This is an optimization exercise on Yosys and OpenROAD, whose aim is small area, not a production implementation.
Only simulation tests tie the RTL to the original design; equivalence was not proved.
No activity file was given, so power comes from the tool's default toggle rates.

==> inputs of job 7237 <==
## address_mem_encoder
module address_mem_encoder  #(  
        parameter int unsigned output_width = 5,
        parameter int unsigned input_width  = 32
    )(   
        input   logic                       clock, reset, we, clear,
        input   logic [input_width-1:0]     addr_in,
        output  logic [output_width-1:0]    addr_out,
        output  logic                       not_selected, address_conflict, free_space
    );
    logic                          init, end_init;
    logic [output_width-1:0]       pos, start_ptr, end_ptr;
    logic [output_width-1:0]       pos_vector[2**output_width-1:0];
    logic [output_width:0]         pos_start_ptr, pos_end_ptr;
    wire  [2**output_width-1:0]    sel_vector;
    wire  [2**output_width-2:0]    conflict_vector, sel;
    logic [2**output_width-1:0]    used_vector;
    wire  [2**output_width-1:0]    addr_out_comb[2**output_width-1:0];
    logic [input_width-1:0]        task_lookup_reg[2**output_width-1:0];
    assign start_ptr    = pos_start_ptr[output_width-1:0];
    assign end_ptr      = pos_end_ptr[output_width-1:0];
    assign pos          = pos_vector[start_ptr];
    assign end_init     = &end_ptr;
    always_ff @(posedge clock) 
        if (reset) begin
            used_vector                 <= 1'd0;
            init                        <= 1'd1;
            pos_start_ptr               <= {output_width{1'd0}};
            pos_end_ptr                 <= {output_width{1'd0}};
        end
        else if (we & free_space & ~init) begin
            used_vector[pos]            <= 1'd1;
            task_lookup_reg[pos]        <= addr_in;
            pos_start_ptr               <= pos_start_ptr + 1'd1; 
        end
        else if (clear & ~init & ~not_selected & ~address_conflict) begin
            used_vector[addr_out]       <= 1'd0;
            task_lookup_reg[addr_out]   <= {input_width{1'd0}};
            pos_vector[end_ptr]         <= addr_out;
            pos_end_ptr                 <= pos_end_ptr + 1'd1;
        end
        else if (init) begin
            init                        <= ~end_init;
  ...
==> module address_mem_encoder, before the edit <==
module address_mem_encoder  #(  
        parameter int unsigned output_width = 5,
        parameter int unsigned input_width  = 32
    )(   
        input   logic                       clock, reset, we, clear,
        input   logic [input_width-1:0]     addr_in,
        output  logic [output_width-1:0]    addr_out,
        output  logic                       not_selected, address_conflict, free_space
    );
    logic                          init, end_init;
    logic [output_width-1:0]       pos, start_ptr, end_ptr;
    logic [output_width-1:0]       pos_vector[2**output_width-1:0];
    logic [output_width:0]         pos_start_ptr, pos_end_ptr;
    wire  [2**output_width-1:0]    sel_vector;
    wire  [2**output_width-2:0]    conflict_vector, sel;
    logic [2**output_width-1:0]    used_vector;
    wire  [2**output_width-1:0]    addr_out_comb[2**output_width-1:0];
    logic [input_width-1:0]        task_lookup_reg[2**output_width-1:0];
    assign start_ptr    = pos_start_ptr[output_width-1:0];
    assign end_ptr      = pos_end_ptr[output_width-1:0];
    assign pos          = pos_vector[start_ptr];
    assign end_init     = &end_ptr;
    always_ff @(posedge clock) 
        if (reset) begin
            used_vector                 <= 1'd0;
            init                        <= 1'd1;
            pos_start_ptr               <= {output_width{1'd0}};
            pos_end_ptr                 <= {output_width{1'd0}};
        end
        else if (we & free_space & ~init) begin
            used_vector[pos]            <= 1'd1;
            task_lookup_reg[pos]        <= addr_in;
            pos_start_ptr               <= pos_start_ptr + 1'd1; 
        end
        else if (clear & ~init & ~not_selected & ~address_conflict) begin
            used_vector[addr_out]       <= 1'd0;
            task_lookup_reg[addr_out]   <= {input_width{1'd0}};
            pos_vector[end_ptr]         <= addr_out;
            pos_end_ptr                 <= pos_end_ptr + 1'd1;
        end
        else if (init) begin
            init                        <= ~end_init;
            pos_vector[end_ptr]         <= pos_end_ptr[output_width-1:0];
            pos_end_ptr                 <= pos_end_ptr + 1'd1;
            task_lookup_reg[end_ptr]    <= {input_width{1'd0}};
        end
            assign sel_vector[0]    = used_vector[0] & (addr_in == task_lookup_reg[0]);
            assign addr_out_comb[0] = {output_width{1'd0}};
            genvar i;
            generate
            for(i=0; i < 2**output_width-1; i=i+1)
                begin
                    assign sel[i]               = used_vector[i+1] && (addr_in == task_lookup_reg[i+1]);
                    assign sel_vector[i+1]      = sel[i] | sel_vector[i];
                    assign addr_out_comb[i+1]   = addr_out_comb[i] | (sel[i] ? i+1 : {output_width{1'd0}});
                    assign conflict_vector[i]   = sel_vector[i] & sel[i];
                end
            endgenerate
    assign addr_out             = addr_out_comb[2**output_width-1];
    assign not_selected         = ~|sel_vector;
    assign address_conflict     = |conflict_vector;
    assign free_space           = ~&used_vector;
endmodule 
make LEC_CHECK=0 CAP_MARGIN=20 CORE_MARGIN=2 CORE_UTILIZATION=45 PLACE_DENSITY=0.6 SETUP_SLACK_MARGIN=0.15 SLEW_MARGIN=20 finish   # period 5.5 ns
run.sh (not shown) runs the stock make flow with config.mk's settings and CLKGATE_MAP_FILE= SYNTH_SCRIPT=/design/flow/synth_recipe.tcl, a recipe that flattens the netlist after the stock synthesis.
==> inputs of job 4827, as changes to job 7237 <==
==> flow/design.v (replaced) <==
module address_mem_encoder  #(
        parameter int unsigned output_width = 5,
        parameter int unsigned input_width  = 32
    )(
        input   logic                       clock, reset, we, clear,
        input   logic [input_width-1:0]     addr_in,
        output  logic [output_width-1:0]    addr_out,
        output  logic                       not_selected, address_conflict, free_space
    );
    localparam int unsigned N = 2**output_width;
    logic                       init;
    logic [output_width-1:0]    start_ptr, end_ptr;
    logic [N-1:0]               used;
    logic [output_width-1:0]    seq [N-1:0];
    logic [input_width-1:0]     data[N-1:0];
    logic [N-1:0]               sel, head, wsel, csel;
    logic                       do_write, do_clear;
    genvar i;
    generate
        for (i = 0; i < N; i = i + 1) begin : g_cmp
            assign sel[i]  = used[i] & (addr_in == data[i]);
            assign head[i] = ~used[i] & (seq[i] == start_ptr);
        end
    endgenerate
    logic [N-1:0] any_l [output_width:0];
    logic [N-1:0] mul_l [output_width:0];
    assign any_l[0] = sel;
    assign mul_l[0] = '0;
    genvar l, k;
    generate
        for (l = 0; l < output_width; l = l + 1) begin : g_lvl
            for (k = 0; k < (N >> (l+1)); k = k + 1) begin : g_node
                assign any_l[l+1][k] = any_l[l][2*k] | any_l[l][2*k+1];
                assign mul_l[l+1][k] = mul_l[l][2*k] | mul_l[l][2*k+1] |
                                       (any_l[l][2*k] & any_l[l][2*k+1]);
            end
            for (k = (N >> (l+1)); k < N; k = k + 1) begin : g_pad
                assign any_l[l+1][k] = 1'b0;
                assign mul_l[l+1][k] = 1'b0;
            end
        end
    endgenerate
    always_comb begin
        addr_out = '0;
        for (int j = 0; j < N; j = j + 1)
            if (sel[j]) addr_out = addr_out | j[output_width-1:0];
    end
    assign not_selected     = ~any_l[output_width][0];
    assign address_conflict = mul_l[output_width][0];
    assign free_space       = ~&used;
    assign do_write = we & ~init & free_space;
    assign do_clear = clear & ~init & ~do_write & ~not_selected & ~address_conflict;
    assign wsel     = head & {N{we & ~init}};
    assign csel     = sel  & {N{do_clear}};
    always_ff @(posedge clock)
        if (reset) begin
            init      <= 1'b1;
            start_ptr <= '0;
            end_ptr   <= '0;
        end else begin
            if (init) begin
                init    <= ~&end_ptr;
                end_ptr <= end_ptr + 1'b1;
            end else if (do_clear)
                end_ptr <= end_ptr + 1'b1;
            if (do_write)
                start_ptr <= start_ptr + 1'b1;
        end
    always_ff @(posedge clock)
        used <= reset ? '0 : ((used | wsel) & ~csel);
    logic [output_width-1:0] seq_d;
    logic [N-1:0]            seq_keep, seq_load;
    assign seq_keep = ~used & {N{~reset}};
    assign seq_load = csel | {N{reset}};
    generate
        for (i = 0; i < N; i = i + 1) begin : g_seq
            logic [output_width-1:0] ld;
            assign ld = reset ? i[output_width-1:0] : end_ptr;
            always_ff @(posedge clock)
                seq[i] <= (seq[i] & {output_width{seq_keep[i]}}) |
                          (ld     & {output_width{seq_load[i]}});
        end
    endgenerate
    generate
        for (i = 0; i < N; i = i + 1) begin : g_data
            always_ff @(posedge clock)
                data[i] <= (data[i] & {input_width{used[i]}}) |
                           (addr_in & {input_width{wsel[i]}});
        end
    endgenerate
endmodule
Settings changed: CAP_MARGIN 20 to 0, CORE_UTILIZATION 45 to 65, CTS_BUF_LIST set to sky130_fd_sc_hd__clkbuf_4, PLACE_DENSITY 0.6 to 0.8, SETUP_SLACK_MARGIN 0.15 to 0.05, SLEW_MARGIN 20 to 0.
==> comparison <==
- Against job 4827, the critical path depth of job 7237 is higher by 2.
- Between job 4827 and job 7237, the lower clock power is in job 4827 (gap about 14%, measured against job 7237).
- Of job 7237 and job 4827, job 7237 has the higher cell area (gap about 13%, measured against job 4827).
- Between job 7237 and job 4827, the lower cell count is in job 7237 (gap 13%, measured against job 4827).
- Between job 7237 and job 4827, the lower fmax is in job 4827 (gap 1.6%, measured against job 4827).
- Of job 4827 and job 7237, job 7237 has the higher wire length (gap about 15%, measured against job 7237).

what the ideal ports hide:
In the flow no input, the clock included, has a driving cell. The finished layouts below were timed again as built, in two steps.
Step 1 assumes that a clkbuf_16 drives the clock port and a buf_2 every other input.
Step 2 adds t to the input delays and takes it off the output delays; t is the mean of the earliest and latest rising clock arrival at the registers after step 1. Input paths then give back, and output paths get back, about the clock's delay inside the block.
a / b / c = ideal ports / drivers / drivers and shift; a / b = the first two.
run	t, ns	setup slack, ns	worst slew at a driven data input, ns	cell pins on the clock port's net
job 7237	0.816	0.153 / 0.121 / -0.444	0.07	1
job 4827	1.244	0.065 / 0.000 / 0.157	0.05	1
With both steps, setup timing fails in job 7237, where it was met with ideal ports. The setup slack of job 7237, which loses most, moves by -0.032 ns with the drivers and by -0.597 ns with both steps.
